What follows belongs to an exercise in optimizing a design on an open flow for small area, a short achievable clock period and few clock cycles per item; a production flow would make more cautious choices. No run shown here included a check of the RTL's function; only the layout flow was run. Power figures rest on the tool's default switching activity, not on a simulated workload.

==> flow/design.v <==
`timescale 1ns/100ps
module cache_controller(
    input [31:0] current_instruction,
    input clock,
    input reset,
    input [127:0] inst_readdata,
    input inst_BUSY,
    output reg inst_read,
    output [31:0] output_instr,
    output reg [5:0] inst_address,
    output reg BUSY
);
    reg         cache_VALID [7:0];
    reg [2:0]   cache_TAG   [7:0];
    reg [127:0] ring        [7:0];
    reg [2:0]   label       [7:0];   
    reg         pend;            
    reg  [2:0]  pend_line;       
    reg         idle_rd;         
    reg         done;            
    reg         waiting;         
    reg [3:0]   word_rd;         
    reg [31:0]  out_q;
    wire [9:0] address = current_instruction[9:0];
    wire [2:0] index   = address[6:4];
    wire       fetch   = |current_instruction;
    wire       HIT     = cache_VALID[index] && (cache_TAG[index] == address[9:7]);
    wire       ready   = idle_rd && !done && !waiting;
    wire       enter0  = pend && (pend_line == label[7]);
    wire       enter4  = pend && (pend_line == label[3]);
    wire       enter   = enter0 || enter4;
    wire       go      = !pend || enter || (pend_line == index);
    wire miss   = ready && fetch && !HIT;
    wire read_d = idle_rd ? ((miss || waiting) && go) : inst_BUSY;
    wire wait_d = (miss || waiting) && !go;
    wire done_d = idle_rd ? (ready && fetch && HIT) : !inst_BUSY;
    wire last   = !idle_rd && !inst_BUSY;    
    wire pend_d = last || (pend && !enter && !read_d);
    wire [23:0] labels;
    wire [8:0]  slot_ok;
    genvar g;
    generate
        for (g = 0; g < 8; g = g + 1) begin : g_slot
            assign labels[3*g +: 3] = label[g];
            assign slot_ok[g] = idle_rd && !(pend && pend_line == label[g]);
        end
    endgenerate
    assign slot_ok[8] = idle_rd && pend;
    wire [35:0] sel_g [3:0];
    genvar q;
    generate
        for (q = 0; q < 4; q = q + 1) begin : g_sel
            cache_word_select u_select (
                .index(index), .word(address[3:2]),
                .labels({pend_line, labels}), .slot_ok(slot_ok),
                .sel(sel_g[q])
            );
        end
    endgenerate
    reg [31:0] out_d;
    integer s, w, b;
    always @(*) begin
        out_d = 32'd0;
        for (b = 0; b < 32; b = b + 1) begin
            for (s = 0; s < 8; s = s + 1)
                for (w = 0; w < 4; w = w + 1)
                    out_d[b] = out_d[b] | (sel_g[b/8][4*s+w] & ring[s][32*w+b]);
            for (w = 0; w < 4; w = w + 1)
                out_d[b] = out_d[b] | ((word_rd[w] | sel_g[b/8][32+w]) & inst_readdata[32*w+b]);
        end
    end
    integer i;
    always @(posedge clock or posedge reset) begin
        if (reset) begin
            idle_rd   <= 1'b1;
            done      <= 1'b0;
            waiting   <= 1'b0;
            inst_read <= 1'b0;
            pend      <= 1'b0;
            for (i = 0; i < 8; i = i + 1)
                label[i] <= i;
        end else begin
            idle_rd   <= !read_d;
            done      <= done_d;
            waiting   <= wait_d;
            inst_read <= read_d;
            pend      <= pend_d;
            label[0]  <= label[7];
            for (i = 1; i < 8; i = i + 1)
                label[i] <= label[i-1];
        end
    end
    always @(posedge clock) begin
        for (i = 0; i < 4; i = i + 1)
            word_rd[i] <= read_d && address[3:2] == i;
        BUSY         <= !done_d;
        inst_address <= address[9:4];
        out_q        <= out_d;
        if (last)
            pend_line <= index;
    end
    assign output_instr = out_q;
    always @(posedge clock or posedge reset) begin
        if (reset) begin
            for (i = 0; i < 8; i = i + 1)
                cache_VALID[i] <= 1'b0;
        end else if (last) begin
            cache_VALID[index] <= 1'b1;
        end
    end
    always @(posedge clock) begin
        if (last)
            cache_TAG[index] <= address[9:7];
    end
    always @(posedge clock) begin
        ring[0] <= enter0 ? inst_readdata : ring[7];
        ring[4] <= enter4 ? inst_readdata : ring[3];
        for (i = 1; i < 8; i = i + 1)
            if (i != 4) ring[i] <= ring[i-1];
    end
endmodule
module cache_word_select (
    input  [2:0]  index,
    input  [1:0]  word,
    input  [26:0] labels,
    input  [8:0]  slot_ok,
    output [35:0] sel
);
    wire [3:0] pq;
    wire [8:0] hit;
    sel_dec2 u_pq (.a(word), .y(pq));
    genvar s, w;
    generate
        for (s = 0; s < 9; s = s + 1) begin : g_s
            sel_match u_match (.a(index), .b(labels[3*s +: 3]), .en(slot_ok[s]), .y(hit[s]));
            for (w = 0; w < 4; w = w + 1) begin : g_w
                sel_and2 u_and (.a(hit[s]), .b(pq[w]), .y(sel[4*s+w]));
            end
        end
    endgenerate
endmodule
module sel_dec2 (input [1:0] a, output [3:0] y);
    assign y = {a[1] & a[0], a[1] & !a[0], !a[1] & a[0], !a[1] & !a[0]};
endmodule
module sel_match (input [2:0] a, input [2:0] b, input en, output y);
    assign y = en && a == b;
endmodule
module sel_and2 (input a, input b, output y);
    assign y = a & b;
endmodule
==> flow/flow/run.sh <==
#!/bin/bash
# The standard layout, with plain buffers on the ports instead of the
# delay cells buffer_ports picks by default. make's output goes to
# make_finish.log; each ORFS step logs under orfs/logs/.
set -euo pipefail
bash standard.sh \
    BUFFER_PORTS_ARGS="-buffer_cell sky130_fd_sc_hd__buf_2" \
    finish > make_finish.log 2>&1
==> flow/standard.sh <==
#!/bin/bash
# synth_recipe.tcl (not shown) runs the flow's synth.tcl, then flattens the netlist and writes it again
# the make line also repeats each setting of config.mk as NAME=value (left out here)
make -C /OpenROAD-flow-scripts/flow DESIGN_CONFIG=/design/flow/config.mk WORK_HOME=/design/flow/orfs CLKGATE_MAP_FILE= SYNTH_SCRIPT=/design/flow/synth_recipe.tcl "${@:-finish}"
==> flow/config.mk <==
export PLATFORM = sky130hd
export DESIGN_NAME = cache_controller
export DESIGN_NICKNAME = cache_controller
export VERILOG_FILES = /design/flow/design.v
export SDC_FILE = /design/flow/constraint.sdc
export NUM_CORES = 4
export LEC_CHECK = 0
export CAP_MARGIN = 20
export CORE_MARGIN = 2
export CORE_UTILIZATION = 55
export CTS_CLUSTER_DIAMETER = 80
export CTS_CLUSTER_SIZE = 25
export PLACE_DENSITY = 0.7
export SETUP_SLACK_MARGIN = 4.0
export SLEW_MARGIN = 20
export SYNTH_HIERARCHICAL = 1
export SYNTH_MINIMUM_KEEP_SIZE = 0
==> flow/constraint.sdc <==
create_clock -name core_clock -period 6.5 [get_ports {clock}]
set_input_delay 1.3000 -clock core_clock [delete_from_list [all_inputs] [get_ports {clock}]]
set_output_delay 1.3000 -clock core_clock [all_outputs]
set_load 0.01 [all_outputs]
==> out/qor.yml, run 1 <==
clock_latency_ns: 0.64
hpwl_mm: 70.9
synthesis.area_um2: 35600
ios: 203
drt_iter0_drc: 2368
place.gp.congestion: 0.957
die_h_um: 258
synth.largest_area_cell: "dfxtp_1"
netlist_instances: 2803
dieWidth_um: 258
cts_tree: "done"
yosys_warnings: 13
grt_overflow_total: 0
ir_drop_v: 0.000273
min_period_ns: 2.71
core_um2: 64200
yosysMostFrequentCell: "dfxtp_1"
layout-drive-gt1-share_pct: 37.9
grt_antenna_before_repair: 0
cp-end-kind: "flop"
dp_slack_ns: 2.05
fill_cells: 4857
hold_viol_final: 0
synth_area_leaders: "dfxtp_1 (60%), a22oi_1 (12%), mux2_2 (8.1%)"
track_usage_pct: 33.0
synthFlopType: "dfxtp_1"
first_global_vias: 25700
critPathTopFamily: "simple AND/OR/NAND/NOR gates"
hold_start: "ring[6][11]"
dr.pass1.iters: 6
cpPeakStageDelay_ns: 0.48
maxSlewHeadroom_pct: 56.0
cts_buffers: 52
rows: 93
power_density_nw_per_um2: 416
start_util_pct: 55.4
synthArstFlopShare_pct: 3.27
setup_tns_ns: 0
grt_setup_unrepaired: "true"
wl_mm: 114
syn-num-nets: 2966
die_area_um2: 66800
finClkSkew_ns: 0.0202
vias_per_cell: 6.54
clk_path_buf_depth: 3
rrSetupSlack_ns: 3.79
io_buffers: 202
area_growth_pct: 16.8
critPathBufInv: 2
drtAntennaViolNets: 0
yosysTopAreaCellShare_pct: 60.0
cp-startpoint: "pend_line[0]"
cts.sink_count: 1131
ys_ff_latch: 1131
clk_pin_slew_ns: 0.10
p_total_mw: 17.3
nets: 3112
htreeDepth: 2
cp_cell_sequence: "buf_6 > buf_12 > xnor2_2 > a41oi_4 > and4_4 > and2_4 > a22oi_1 > nand4_1 > nor4_2 > nand3_1"
vias: 25000
synth_seq_area_share_pct: 64.9
p_leak_nw: 15.9
report.final.slew_viol_count: 0
cp_data_arrival_time_ns: 3.22
fmax_mhz: 369
synthTopCellsByCount: "dfxtp_1 (1067), a22oi_1 (580), mux2_2 (256)"
root_buffer: "clkbuf_16"
cp_max_fo: 8
tightest_slew_ns: 0.658
timing.final.crit_share_pct: 41.7
hold_path_class: "reg2reg"
crit_type: "reg2reg"
timing.rr.start: "pend_line[0]"
maxCapViolCount: 0
grt_max_degree: 54
wl_per_cell_um: 29.8
syn_area_per_cell_um2: 12.7
synth-edff-count: 27
setup_viol: 0
finalWorstSetupSlack_ns: 3.79
grt_pass1_wl_mm: 165
cp_slowest_cell: "edfxtp_1"
cp-start-kind: "flop"
drc: 0
cp.required_ns: 7.01
status: "timing/DRC/antenna clean"
yosysUniqueCellTypes: 48
## modules after synthesis, one instance, submodules excluded, excerpt
| module | cells inside | area, µm² |
|---|---|---|
| cache_controller | 2499 | 33300 |
| sel_and2 | 1 | 6.26 |
| sel_match | 4 | 35.0 |
| sel_dec2 | 4 | 26.3 |
## report_power, final
group / switching [mW] / internal (mW)
sequential: 1.82 / 9.60
clock: 2.12 / 1.55
combinational: 1.07 / 1.14
## repair_timing
item / in CTS / in global routing
buffers inserted: 29 / 29
gates resized for setup: 400 / 72
hold buffers: 0 / 0
pin swaps: 45 / 65
gates cloned: 4 / 2
endpoints found under the setup margin: 325 / 210
## worst reg2reg max path, stage by stage (launching register included)
cell      delay (ns)
edfxtp_1        0.48
buf_6           0.18
buf_12          0.15
xnor2_2         0.26
a41oi_4         0.20
and4_4          0.23
and2_4          0.24
a22oi_1         0.20
nand4_1         0.15
nor4_2          0.38
nand3_1         0.12
## per-stage QoR
| stage | util [%] | hold slack [ns] | std cells | area [µm²] |
|---|---|---|---|---|
| after floorplan | - | 0.331 | 2803 | 37800 |
| after global placement | 59.3 | 0.333 | 3686 | 38100 |
| after detailed placement | 59.3 | 0.337 | 3686 | 38100 |
| after CTS | 63.7 | 0.343 | 3787 | 40900 |
| after global routing | 64.7 | 0.357 | 3818 | 41600 |
| final | 64.7 | 0.349 | 3819 | 41600 |
## state kept, by name, summed over array words and instances, names as in the netlist
| signal | cells |
|---|---|
| out_q | 32 |
| pend_line | 3 |
| inst_address | 6 |
| idle_rd | 1 |
| pend | 1 |
| word_rd | 4 |
| ring | 1024 |
| cache_VALID | 8 |
| waiting | 1 |
| done | 1 |
| inst_read | 1 |
| label | 24 |
| BUSY | 1 |
| cache_TAG | 24 |
## cells in the final DEF (no fill, tap or decap), drive strengths merged, types with 35 or more instances in the layout
cell type,instances
clkbuf,63
buf,269
xnor2,128
nor4,40
dfxtp,1067
and2,152
nand4,129
mux2,257
nand3,35
a22oi,580
and4,36
## final cells by class
type	count	area (µm²)	area share, %
repair buffers	273	1930	4.64
well taps	855	1070	2.57
clock buffers	62	1380	3.32
multi-input cells	1485	14000	33.6
diodes	1	2.50	0.00602
inverters	6	26.3	0.0632
flip-flops and latches	1131	23100	55.6
clock inverters	6	77.6	0.187
## routing by layer
metal	global-route usage [%]	vias to the layer above	wire [µm]
met4	16.0	0	5370
met1	43.0	12500	45300
met2	52.9	1499	53000
met3	6.64	392	10200
met5	0.712	-	0
li1	-	10600	-
## cell families (layout without fill, tap and decap cells)
logic type	after synthesis	after routing	share of synthesized area, %
XOR/XNOR	137	137	3.37
flip-flops	1131	1131	64.9
other	0	1	0
multiplexers	268	268	8.45
AO/OA/AOI/OAI	606	606	12.8
buffers and inverters	188	347	2.15
AND/OR/NAND/NOR	473	474	8.34
## worst paths after layout
| check | to | depth (start not counted) |
|---|---|---|
| setup / recovery | out_q[20] | 10 |
| hold / removal | ring[7][11] | 0 |
| setup reg to reg | out_q[20] | 10 |
| hold reg to reg | ring[7][11] | 0 |
| max in group asynchronous | pend | 3 |
| min in group asynchronous | cache_VALID[2] | 3 |
==> run 2, diff against run 1 <==
--- a/flow/design.v
+++ b/flow/design.v
@@ -20,6 +20,7 @@
     reg         done;            
     reg         waiting;         
     reg [3:0]   word_rd;         
+    reg [8:0]   slot_ok;         
     reg [31:0]  out_q;
     wire [9:0] address = current_instruction[9:0];
     wire [2:0] index   = address[6:4];
@@ -36,39 +37,46 @@
     wire done_d = idle_rd ? (ready && fetch && HIT) : !inst_BUSY;
     wire last   = !idle_rd && !inst_BUSY;    
     wire pend_d = last || (pend && !enter && !read_d);
+    wire       pend_x    = last || (pend && !enter);
+    wire [2:0] pend_next = last ? index : pend_line;
     wire [23:0] labels;
-    wire [8:0]  slot_ok;
     genvar g;
     generate
         for (g = 0; g < 8; g = g + 1) begin : g_slot
             assign labels[3*g +: 3] = label[g];
-            assign slot_ok[g] = idle_rd && !(pend && pend_line == label[g]);
         end
     endgenerate
-    assign slot_ok[8] = idle_rd && pend;
     wire [35:0] sel_g [3:0];
     genvar q;
     generate
         for (q = 0; q < 4; q = q + 1) begin : g_sel
             cache_word_select u_select (
-                .index(index), .word(address[3:2]),
+                .index(index), .word(address[3:2]), .enable(idle_rd),
                 .labels({pend_line, labels}), .slot_ok(slot_ok),
                 .sel(sel_g[q])
             );
         end
     endgenerate
-    reg [31:0] out_d;
-    integer s, w, b;
-    always @(*) begin
-        out_d = 32'd0;
-        for (b = 0; b < 32; b = b + 1) begin
-            for (s = 0; s < 8; s = s + 1)
-                for (w = 0; w < 4; w = w + 1)
-                    out_d[b] = out_d[b] | (sel_g[b/8][4*s+w] & ring[s][32*w+b]);
-            for (w = 0; w < 4; w = w + 1)
-                out_d[b] = out_d[b] | ((word_rd[w] | sel_g[b/8][32+w]) & inst_readdata[32*w+b]);
+    wire [31:0] out_d;
+    genvar b, k;
+    generate
+        for (b = 0; b < 32; b = b + 1) begin : g_bit
+            wire [35:0] term_s, term_d;
+            wire [8:0]  grp;
+            for (k = 0; k < 32; k = k + 1) begin : g_k
+                assign term_s[k] = sel_g[b/8][k];
+                assign term_d[k] = ring[k/4][32*(k%4)+b];
+            end
+            for (k = 0; k < 4; k = k + 1) begin : g_r
+                assign term_s[32+k] = word_rd[k] | sel_g[b/8][32+k];
+                assign term_d[32+k] = inst_readdata[32*k+b];
+            end
+            for (k = 0; k < 9; k = k + 1) begin : g_grp
+                sel_ao4 u_ao (.s(term_s[4*k +: 4]), .d(term_d[4*k +: 4]), .y(grp[k]));
+            end
+            sel_or9 u_or (.a(grp), .y(out_d[b]));
         end
-    end
+    endgenerate
     integer i;
     always @(posedge clock or posedge reset) begin
         if (reset) begin
@@ -77,6 +85,7 @@
             waiting   <= 1'b0;
             inst_read <= 1'b0;
             pend      <= 1'b0;
+            slot_ok   <= 9'h0ff;
             for (i = 0; i < 8; i = i + 1)
                 label[i] <= i;
         end else begin
@@ -85,6 +94,10 @@
             waiting   <= wait_d;
             inst_read <= read_d;
             pend      <= pend_d;
+            slot_ok[0] <= !(pend_x && pend_next == label[7]);
+            for (i = 1; i < 8; i = i + 1)
+                slot_ok[i] <= !(pend_x && pend_next == label[i-1]);
+            slot_ok[8] <= pend_x;
             label[0]  <= label[7];
             for (i = 1; i < 8; i = i + 1)
                 label[i] <= label[i-1];
@@ -122,13 +135,14 @@
 module cache_word_select (
     input  [2:0]  index,
     input  [1:0]  word,
+    input         enable,
     input  [26:0] labels,
     input  [8:0]  slot_ok,
     output [35:0] sel
 );
     wire [3:0] pq;
     wire [8:0] hit;
-    sel_dec2 u_pq (.a(word), .y(pq));
+    sel_dec2 u_pq (.a(word), .en(enable), .y(pq));
     genvar s, w;
     generate
         for (s = 0; s < 9; s = s + 1) begin : g_s
@@ -139,8 +153,8 @@
         end
     endgenerate
 endmodule
-module sel_dec2 (input [1:0] a, output [3:0] y);
-    assign y = {a[1] & a[0], a[1] & !a[0], !a[1] & a[0], !a[1] & !a[0]};
+module sel_dec2 (input [1:0] a, input en, output [3:0] y);
+    assign y = {4{en}} & {a[1] & a[0], a[1] & !a[0], !a[1] & a[0], !a[1] & !a[0]};
 endmodule
 module sel_match (input [2:0] a, input [2:0] b, input en, output y);
     assign y = en && a == b;
@@ -148,3 +162,19 @@
 module sel_and2 (input a, input b, output y);
     assign y = a & b;
 endmodule
+module sel_ao4 (input [3:0] s, input [3:0] d, output y);
+    assign y = |(s & d);
+endmodule
+module sel_or9 (input [8:0] a, output y);
+    wire [2:0] n;
+    sel_nor3 u_n0 (.a(a[2:0]), .y(n[0]));
+    sel_nor3 u_n1 (.a(a[5:3]), .y(n[1]));
+    sel_nor3 u_n2 (.a(a[8:6]), .y(n[2]));
+    sel_nand3 u_o (.a(n), .y(y));
+endmodule
+module sel_nor3 (input [2:0] a, output y);
+    assign y = !(|a);
+endmodule
+module sel_nand3 (input [2:0] a, output y);
+    assign y = !(&a);
+endmodule
==> out/qor.yml, run 2 <==
die_h_um: 261  # +0.98%
yosysUniqueCellTypes: 43  # -10%
endpoint: "out_q[21]"
clk_path_buf_depth: 3  # unchanged
setup_viol: 0  # unchanged
largest_reg_flops: 1024  # unchanged
synth-edff-count: 24  # -11%
fmax_mhz: 382  # +3.4%
htreeDepth: 2  # unchanged
ys_ff_latch: 1140  # +0.80%
final_common_cell: "dfxtp_1"
reg_top3: "ring x1024, out_q x32"
core_um2: 65500  # +2.0%
cts_tree: "done"
drtAntennaViolNets: 0  # unchanged
yosys_warnings: 13  # unchanged
report.final.slew_viol_count: 0  # unchanged
grt_antenna_before_repair: 0  # unchanged
area_growth_pct: 13.0
cpPeakStageDelay_ns: 0.28  # -0.20 ns
grt_setup_unrepaired: "true"
clock_latency_ns: 0.64  # about the same
rows: 94  # +1.1%
final_cell_mix: "dfxtp_1 (1060), a22oi_1 (527), nand2_1 (297), mux2_2 (262), buf_2 (197)"
hold_path_class: "reg2reg"
hold_buffers: 0  # unchanged
finalWorstSetupSlack_ns: 3.88  # +0.0884 ns
dp_slack_ns: 2.48  # +0.430 ns
crit_type: "in2reg"
power_density_nw_per_um2: 432  # +3.9%
min_period_ns: 2.62  # -0.0884 ns
tightest_slew_ns: 0.791  # +0.133 ns
cp_data_arrival_time_ns: 3.13  # -0.09 ns
cp_slowest_cell: "or2_4"
top_register: "ring"
wl_per_cell_um: 26.3  # -12%
hold_viol_final: 0  # unchanged
hpwl_mm: 67.7  # -4.5%
utilization_pct: 62.7  # -2.1 points
rrSetupSlack_ns: 3.97  # +0.18 ns
cp_cell_sequence: "buf_16 > buf_16 > xnor2_1 > and4_1 > and2_1 > or2_4 > buf_12 > a22oi_1 > nand2_1 > nor3_2 > nand3_1"
rr_endpoint: "ring[0][119]"
fill_cells: 5103  # +5.1%
dr.pass1.iters: 6  # unchanged
ios: 203  # unchanged
synthArstFlopShare_pct: 4.04  # +0.76 points
grt_pass1_wl_mm: 153  # -7.1%
grt_overflow_total: 0  # unchanged
io_buffers: 202  # unchanged
wl_mm: 106  # -7.1%
drt_iter0_drc: 2256  # -4.7%
root_buffer: "clkbuf_16"
cp-end-kind: "flop"
die_area_um2: 68100  # +2.0%
clk_pin_slew_ns: 0.10  # about the same
cp_max_fo: 6  # -2
cts_buffers: 51  # -1.9%
vias: 24600  # -1.7%
synth_seq_area_share_pct: 64.2  # -0.70 points
place.gp.congestion: 0.884  # -7.6%
finClkSkew_ns: 0.0151  # -0.00509 ns
dieWidth_um: 261  # +0.98%
syn-num-nets: 3043  # +2.6%
cpMostUsedCell: "buf_16"
synthTopCellsByCount: "dfxtp_1 (1070), a22oi_1 (576), nand2_1 (299)"
layout-drive-gt1-share_pct: 29.2  # -8.7 points
p_leak_nw: 17.2  # +8.3%
synth_area_leaders: "dfxtp_1 (59%), a22oi_1 (12%), mux2_2 (8.1%)"
placedCellCount: 3921  # +6.4%
ff2ff_path_depth: 5  # -5
start_util_pct: 55.4  # about the same
antenna_cells: 0  # -1
status: "timing/DRC/antenna clean"
synthesis.area_um2: 36300  # +2.0%
cp.required_ns: 7.01  # about the same
vias_per_cell: 6.12  # -6.5%
yosysTopAreaCellShare_pct: 59.0  # -1.0 points
grt_max_degree: 71  # +31%
syn_area_per_cell_um2: 12.6  # -0.73%
cts.sink_count: 1140  # +0.80%
cp-start-kind: "input port"
maxSlewHeadroom_pct: 46.3  # -9.7 points
netlist_instances: 2880  # +2.7%
synth.largest_area_cell: "dfxtp_1"
first_global_vias: 24900  # -2.8%
fin_cells: 4017  # +5.2%
maxCapViolCount: 0  # unchanged
timing.final.crit_share_pct: 40.3  # -1.4 points
setup_tns_ns: 0  # unchanged
cp-startpoint: "current_instruction[6]"
track_usage_pct: 30.3  # -2.8 points
synthFlopType: "dfxtp_1"
yosysMostFrequentCell: "dfxtp_1"
nets: 3303  # +6.1%
ir_drop_v: 0.000277  # +1.3%
drc: 0  # unchanged
timing.rr.start: "pend_line[1]"
[run 2: changes by cell type in the layout (fill, tap and decap cells not counted), moves of 30 or more]
cell	before	now
nor3_2	2	98
nand2_1	8	297
a22oi_2	249	49
a22oi_1	331	527
nand4_1	129	10
and2_2	4	57
nor4_2	30	0
and2_4	128	70
buf_4	46	16
[run 2: worst min path at each step]
stage | endpoint | start | slack (ns) | depth (start not counted)
2_1_floorplan | ring[1][0] | ring[0][0] | 0.33 | 0
3_3_place_gp | ring[1][71] | ring[0][71] | 0.33 | 0
3_5_place_dp | ring[2][51] | ring[1][51] | 0.34 | 0
4_1_cts | ring[2][14] | ring[1][14] | 0.35 | 0
5_1_grt | ring[5][27] | ring[4][27] | 0.35 | 0
6_report | ring[2][5] | ring[1][5] | 0.34 | 0
[run 2: logic make-up (layout without fill, tap and decap cells)]
group	after synthesis	after routing	share of synthesized area [%]
xor+xnor	144	144	3.47
buf+inv	41	312	0.479
mux	269	269	8.46
simple gates	695	697	11.1
compound gates	591	591	12.3
flops	1140	1140	64.2
[run 2: layout make-up]
type	count	area [µm²]	area share, %
sequential	1140	23300	56.8
multi-input combinational	1701	13500	32.9
timing repair buffer	238	1690	4.11
clock buffer	65	1400	3.41
tap	864	1080	2.63
inverter	8	30.0	0.0732
clock inverter	1	5.00	0.0122
[run 2: repair_timing]
action                     4_1_cts  5_1_grt
pin swaps                       11       19
gates resized for setup        185      132
buffers inserted                 9       11
cloned                           8        2
setup endpoints to repair      305      107
[run 2: modules after synthesis (local to each module, per instance), a selection]
module            cells inside  area [µm²]  flops+latches
cache_controller          1584       27500           1140
sel_ao4                      3        18.8              0
sel_and2                     1        6.26              0
sel_dec2                     4        37.5              0
sel_nor3                     1        10.0              0
sel_nand3                    1        5.00              0
sel_match                    4        35.0              0
[run 2: critical path: cells and delay by family]
kind                   cells  cell delay (ns)
AO/OA/AOI/OAI              1             0.17
AND/OR/NAND/NOR            6             1.11
buffers and inverters      3             0.42
XOR/XNOR                   1             0.11
[run 2: routing by layer]
metal | GRT usage, % | vias to the layer above | part of all wire (%)
li1 | - | 11000 | -
met1 | 39.3 | 12100 | 40
met2 | 50.2 | 1139 | 48
met3 | 4.48 | 290 | 7.9
met4 | 13.9 | 0 | 4.6
met5 | 0 | - | 0
[run 2: per-stage QoR]
stage / power, mW / area [µm²] / hold WS (ns)
4_1_cts: 17.6 / 40500 / 0.346
6_report: 17.7 / 41000 / 0.344
3_5_place_dp: 13.9 / 38400 / 0.336
5_1_grt: 18.5 / 41000 / 0.353
2_1_floorplan: 12.6 / 36400 / 0.331
3_3_place_gp: 13.7 / 38400 / 0.333
[run 2: where the power goes]
group / switching (mW) / internal, mW
Combinational: 1.26 / 1.32
Clock: 2.08 / 1.51
Sequential: 1.64 / 9.92

==> static timing again, ports no longer ideal <==
In the flow no input, the clock included, has a driving cell. The finished layouts below were timed again as built, in two steps.
Step 1 (the two cells are an assumption about what drives the block):
set clk [get_ports {clock}]
set_driving_cell -lib_cell sky130_fd_sc_hd__clkbuf_16 $clk
set_driving_cell -lib_cell sky130_fd_sc_hd__buf_2 [delete_from_list [all_inputs] $clk]
Step 2 moves the port delays by t, midway between the first and last clock arrival at a register: inputs arrive t later, outputs are due t later. That takes back most of the time a late clock gives input paths.
a / b / c = no drivers / after step 1 / after step 2; a / b = the first two.
run | shift t [ns] | setup slack, ns | worst hold slack (ns) | worst setup path after step 2
run 1 | 0.695 | 3.791 / 3.791 / 3.174 | 0.349 / 0.349 / 0.349 | input to register
run 2 | 0.694 | 3.879 / 3.815 / 3.122 | 0.344 / 0.344 / 0.344 | input to register
After both steps every run listed still meets setup and hold. The setup slack of run 2, which loses most, moves by -0.064 ns with the drivers and by -0.757 ns with both steps.
